From an optimization exercise on the open Yosys and OpenROAD flow, aimed at small area and a short achievable clock period; shortcuts taken in it are not production practice.
Function was checked by simulation only, so behaviour that the tests miss may differ from the original.

==> job 231 <==
==> flow/design.v (excerpt) <==
module spi_regs (
    input  wire        clk,
    input  wire        rst,
    input  wire [7:0]  ctrl_reg1,
    input  wire [7:0]  ctrl_reg2,
    input  wire [7:0]  spibr,
    input  wire [31:0] bus_clock,
    input  wire [7:0]  SPIDR,
    input  wire        SPTEF,
    input  wire        SPIF,
    input  wire        MODF,
    input  wire        SPISR_read,
    output wire        spie, spe, sptie, mstr, cpol, cpha, ssoe, lsbfe,
    output wire        modfen, bidiroe, spiswai, spc0,
    output wire [31:0] baud_rate,
    output wire        SPTEF_int,
    output wire        SPIF_int,
    output wire        MODF_int
);
==> module SPI_BaudRate_Generator, before the edit <==
module SPI_BaudRate_Generator (
    input wire clk,              
    input wire rst,              
    input wire [7:0] spibr,      
    input wire [31:0] bus_clock,  
    output reg [31:0] baud_rate  
);
    wire [2:0] sppr;  
    wire [2:0] spr;   
    reg [31:0] baud_rate_divisor;
    assign sppr = spibr[6:4];  
    assign spr  = spibr[2:0];  
    always @(posedge clk or posedge rst) begin
        if (rst) begin
            baud_rate_divisor <= 32'd2;  
            baud_rate <= 32'd0;  
        end
        else begin
            baud_rate_divisor <= (sppr + 1) * (2 ** (spr + 1));
            baud_rate <= bus_clock / baud_rate_divisor;
        end
    end
endmodule
==> flow/config.mk <==
export PLATFORM = sky130hd
export DESIGN_NAME = spi_regs
export DESIGN_NICKNAME = spi_regs
export VERILOG_FILES = /design/flow/design.v
export SDC_FILE = /design/flow/constraint.sdc
export NUM_CORES = 4
export LEC_CHECK = 0
export CAP_MARGIN = 20
export CORE_MARGIN = 2
export CORE_UTILIZATION = 40
export SLEW_MARGIN = 20
==> flow/constraint.sdc <==
create_clock -name core_clock -period 110.0 [get_ports {clk}]
set_input_delay 22.0000 -clock core_clock [delete_from_list [all_inputs] [get_ports {clk}]]
set_output_delay 22.0000 -clock core_clock [all_outputs]
set_load 0.01 [all_outputs]
run.sh (not shown) runs the stock make flow with config.mk's settings and CLKGATE_MAP_FILE= SYNTH_SCRIPT=/design/flow/synth_recipe.tcl, a recipe that flattens the netlist after the stock synthesis.
==> inputs of job 453, as changes to job 231 <==
--- a/flow/design.v
+++ b/flow/design.v
@@ -1,25 +1,101 @@
-module SPI_BaudRate_Generator (
-    input wire clk,              
-    input wire rst,              
-    input wire [7:0] spibr,      
-    input wire [31:0] bus_clock,  
-    output reg [31:0] baud_rate  
-);
-    wire [2:0] sppr;  
-    wire [2:0] spr;   
-    reg [31:0] baud_rate_divisor;
-    assign sppr = spibr[6:4];  
-    assign spr  = spibr[2:0];  
+module SPI_BaudRate_Generator #(
+    parameter K = 14
+) (
+    input wire clk,
+    input wire rst,
+    input wire [7:0] spibr,
+    input wire [31:0] bus_clock,
+    output wire [31:0] baud_rate
+);
+    localparam L = 31 - K;
+    reg [1:0] oc;
+    reg [3:0] ts;
+    reg [1:0] oc_n;
+    reg [3:0] ts_n;
+    always @(*) begin
+        case (spibr[6:4])
+            3'd0: begin oc_n = 2'd0; ts_n = {1'b0, spibr[2:0]};        end  
+            3'd1: begin oc_n = 2'd0; ts_n = {1'b0, spibr[2:0]} + 4'd1; end  
+            3'd2: begin oc_n = 2'd1; ts_n = {1'b0, spibr[2:0]};        end  
+            3'd3: begin oc_n = 2'd0; ts_n = {1'b0, spibr[2:0]} + 4'd2; end  
+            3'd4: begin oc_n = 2'd2; ts_n = {1'b0, spibr[2:0]};        end  
+            3'd5: begin oc_n = 2'd1; ts_n = {1'b0, spibr[2:0]} + 4'd1; end  
+            3'd6: begin oc_n = 2'd3; ts_n = {1'b0, spibr[2:0]};        end  
+            default: begin oc_n = 2'd0; ts_n = {1'b0, spibr[2:0]} + 4'd3; end  
+        endcase
+    end
     always @(posedge clk or posedge rst) begin
         if (rst) begin
-            baud_rate_divisor <= 32'd2;  
-            baud_rate <= 32'd0;  
-        end
-        else begin
-            baud_rate_divisor <= (sppr + 1) * (2 ** (spr + 1));
-            baud_rate <= bus_clock / baud_rate_divisor;
-        end
-    end
+            oc <= 2'd0;
+            ts <= 4'd0;
+        end else begin
+            oc <= oc_n;
+            ts <= ts_n;
+        end
+    end
+    function [3:0] dstep;
+        input [2:0] r;
+        input b;
+        input [1:0] c;
+        reg d0, d1, w1, w2, q;
+        begin
+            d0 = r[0] ^ c[0] ^ ~b;
+            w1 = (~r[0] & c[0]) | (~r[0] & ~b) | (c[0] & ~b);
+            d1 = r[1] ^ c[1] ^ w1;
+            w2 = (~r[1] & c[1]) | (~r[1] & w1) | (c[1] & w1);
+            q = r[2] | ~w2;
+            dstep = {q, q ? {d1, d0, ~b} : {r[1:0], b}};
+        end
+    endfunction
+    wire [30:0] y = bus_clock[31:1] >> ts;
+    reg [K-1:0] qh_n;
+    reg [2:0] rh_n;
+    reg [3:0] st;
+    integer i;
+    always @(*) begin
+        rh_n = 3'd0;
+        for (i = 0; i < K; i = i + 1) begin
+            st = dstep(rh_n, y[30 - i], oc);
+            qh_n[K - 1 - i] = st[3];
+            rh_n = st[2:0];
+        end
+    end
+    reg [K-1:0] qh;
+    always @(posedge clk or posedge rst) begin
+        if (rst) qh <= {K{1'b0}};
+        else     qh <= qh_n;
+    end
+    generate if (L > 0) begin : g_lo
+        reg [2:0] rh;
+        reg [1:0] oc_d;
+        reg [L-1:0] yl;
+        always @(posedge clk or posedge rst) begin
+            if (rst) begin
+                rh <= 3'd0;
+                oc_d <= 2'd0;
+                yl <= {L{1'b0}};
+            end else begin
+                rh <= rh_n;
+                oc_d <= oc;
+                yl <= y[L-1:0];
+            end
+        end
+        reg [L-1:0] ql;
+        reg [2:0] rl;
+        reg [3:0] sl;
+        integer j;
+        always @(*) begin
+            rl = rh;
+            for (j = 0; j < L; j = j + 1) begin
+                sl = dstep(rl, yl[L - 1 - j], oc_d);
+                ql[L - 1 - j] = sl[3];
+                rl = sl[2:0];
+            end
+        end
+        assign baud_rate = {1'b0, qh, ql};
+    end else begin : g_nolo
+        assign baud_rate = {1'b0, qh};
+    end endgenerate
 endmodule
 module SPI_Control_Registers (
     input wire clk,
- ABC_AREA: default -> 1
- CORE_UTILIZATION: 40 -> 60
- CTS_BUF_LIST: default -> sky130_fd_sc_hd__clkbuf_4 sky130_fd_sc_hd__clkbuf_8
==> inputs of job 9700, as changes to job 231 <==
--- a/flow/design.v
+++ b/flow/design.v
@@ -1,25 +1,99 @@
-module SPI_BaudRate_Generator (
-    input wire clk,              
-    input wire rst,              
-    input wire [7:0] spibr,      
-    input wire [31:0] bus_clock,  
-    output reg [31:0] baud_rate  
-);
-    wire [2:0] sppr;  
-    wire [2:0] spr;   
-    reg [31:0] baud_rate_divisor;
-    assign sppr = spibr[6:4];  
-    assign spr  = spibr[2:0];  
+module SPI_BaudRate_Generator #(
+    parameter K = 15
+) (
+    input wire clk,
+    input wire rst,
+    input wire [7:0] spibr,
+    input wire [31:0] bus_clock,
+    output wire [31:0] baud_rate
+);
+    localparam L = 31 - K;
+    reg [1:0] oc;
+    reg [3:0] ts;
+    reg [1:0] oc_n;
+    reg [3:0] ts_n;
+    always @(*) begin
+        case (spibr[6:4])
+            3'd0: begin oc_n = 2'd0; ts_n = {1'b0, spibr[2:0]};        end  
+            3'd1: begin oc_n = 2'd0; ts_n = {1'b0, spibr[2:0]} + 4'd1; end  
+            3'd2: begin oc_n = 2'd1; ts_n = {1'b0, spibr[2:0]};        end  
+            3'd3: begin oc_n = 2'd0; ts_n = {1'b0, spibr[2:0]} + 4'd2; end  
+            3'd4: begin oc_n = 2'd2; ts_n = {1'b0, spibr[2:0]};        end  
+            3'd5: begin oc_n = 2'd1; ts_n = {1'b0, spibr[2:0]} + 4'd1; end  
+            3'd6: begin oc_n = 2'd3; ts_n = {1'b0, spibr[2:0]};        end  
+            default: begin oc_n = 2'd0; ts_n = {1'b0, spibr[2:0]} + 4'd3; end  
+        endcase
+    end
     always @(posedge clk or posedge rst) begin
         if (rst) begin
-            baud_rate_divisor <= 32'd2;  
-            baud_rate <= 32'd0;  
-        end
-        else begin
-            baud_rate_divisor <= (sppr + 1) * (2 ** (spr + 1));
-            baud_rate <= bus_clock / baud_rate_divisor;
-        end
-    end
+            oc <= 2'd0;
+            ts <= 4'd0;
+        end else begin
+            oc <= oc_n;
+            ts <= ts_n;
+        end
+    end
+    function [3:0] dstep;  
+        input [2:0] r;
+        input b;
+        input [1:0] c;
+        reg [3:0] v, o;
+        begin
+            v = {r, b};
+            o = {1'b0, c, 1'b1};
+            if (v >= o) dstep = {1'b1, v[2:0] - o[2:0]};
+            else        dstep = {1'b0, v[2:0]};
+        end
+    endfunction
+    wire [30:0] y = bus_clock[31:1] >> ts;
+    reg [K-1:0] qh_n;
+    reg [2:0] rh_n;
+    reg [3:0] st;
+    integer i;
+    always @(*) begin
+        rh_n = 3'd0;
+        for (i = 0; i < K; i = i + 1) begin
+            st = dstep(rh_n, y[30 - i], oc);
+            qh_n[K - 1 - i] = st[3];
+            rh_n = st[2:0];
+        end
+    end
+    reg [K-1:0] qh;
+    always @(posedge clk or posedge rst) begin
+        if (rst) qh <= {K{1'b0}};
+        else     qh <= qh_n;
+    end
+    generate if (L > 0) begin : g_lo
+        reg [2:0] rh;
+        reg [1:0] oc_d;
+        reg [L-1:0] yl;
+        always @(posedge clk or posedge rst) begin
+            if (rst) begin
+                rh <= 3'd0;
+                oc_d <= 2'd0;
+                yl <= {L{1'b0}};
+            end else begin
+                rh <= rh_n;
+                oc_d <= oc;
+                yl <= y[L-1:0];
+            end
+        end
+        reg [L-1:0] ql;
+        reg [2:0] rl;
+        reg [3:0] sl;
+        integer j;
+        always @(*) begin
+            rl = rh;
+            for (j = 0; j < L; j = j + 1) begin
+                sl = dstep(rl, yl[L - 1 - j], oc_d);
+                ql[L - 1 - j] = sl[3];
+                rl = sl[2:0];
+            end
+        end
+        assign baud_rate = {1'b0, qh, ql};
+    end else begin : g_nolo
+        assign baud_rate = {1'b0, qh};
+    end endgenerate
 endmodule
 module SPI_Control_Registers (
     input wire clk,
==> summary of the runs <==
Synthesized cell count: job 9700 < job 453 < job 231.
Global-route usage: job 231 is higher than job 9700 (5.5 points).
In job 231 the worst setup slack is lower than in job 453, by 61 ns.
The lowest maximum frequency belongs to job 231, the highest to job 453.
Cell area: job 453 < job 9700 < job 231.
The highest cell count belongs to job 231, the lowest to job 453.
Of job 231 and job 9700, job 9700 has the higher sequential share of layout area (gap 10 points).
The highest first-iteration DRC count belongs to job 231, the lowest to job 9700.
Job 231 produced a clean layout. Job 9700 went through all stages and came out clean. Job 453 ran to the end with no violations.

==> static timing again, ports no longer ideal <==
In the flow no input, the clock included, has a driving cell. The finished layouts below were timed again as built, in two steps. Step 1 sets driving cells, clkbuf_16 on the clock port and buf_2 on the other inputs (assumed; they add their load-dependent delay and slew). Step 2 adds t to the input delays and takes it off the output delays; t is the mean of the earliest and latest rising clock arrival at the registers after step 1. Input paths then give back, and output paths get back, about the clock's delay inside the block. Three values: no drivers, after step 1, after step 2; two values: the first two.
run	t (ns)	setup slack, ns	worst setup path at the end
job 231	0.440	6.131 / 6.172 / 5.732	input to register
job 453	0.379	66.706 / 66.673 / 67.052	register to output
job 9700	0.383	62.978 / 62.940 / 63.323	register to output
After both steps every run listed still meets setup and hold. The setup slack of job 231, which loses most, moves by +0.041 ns with the drivers and by -0.399 ns with both steps.
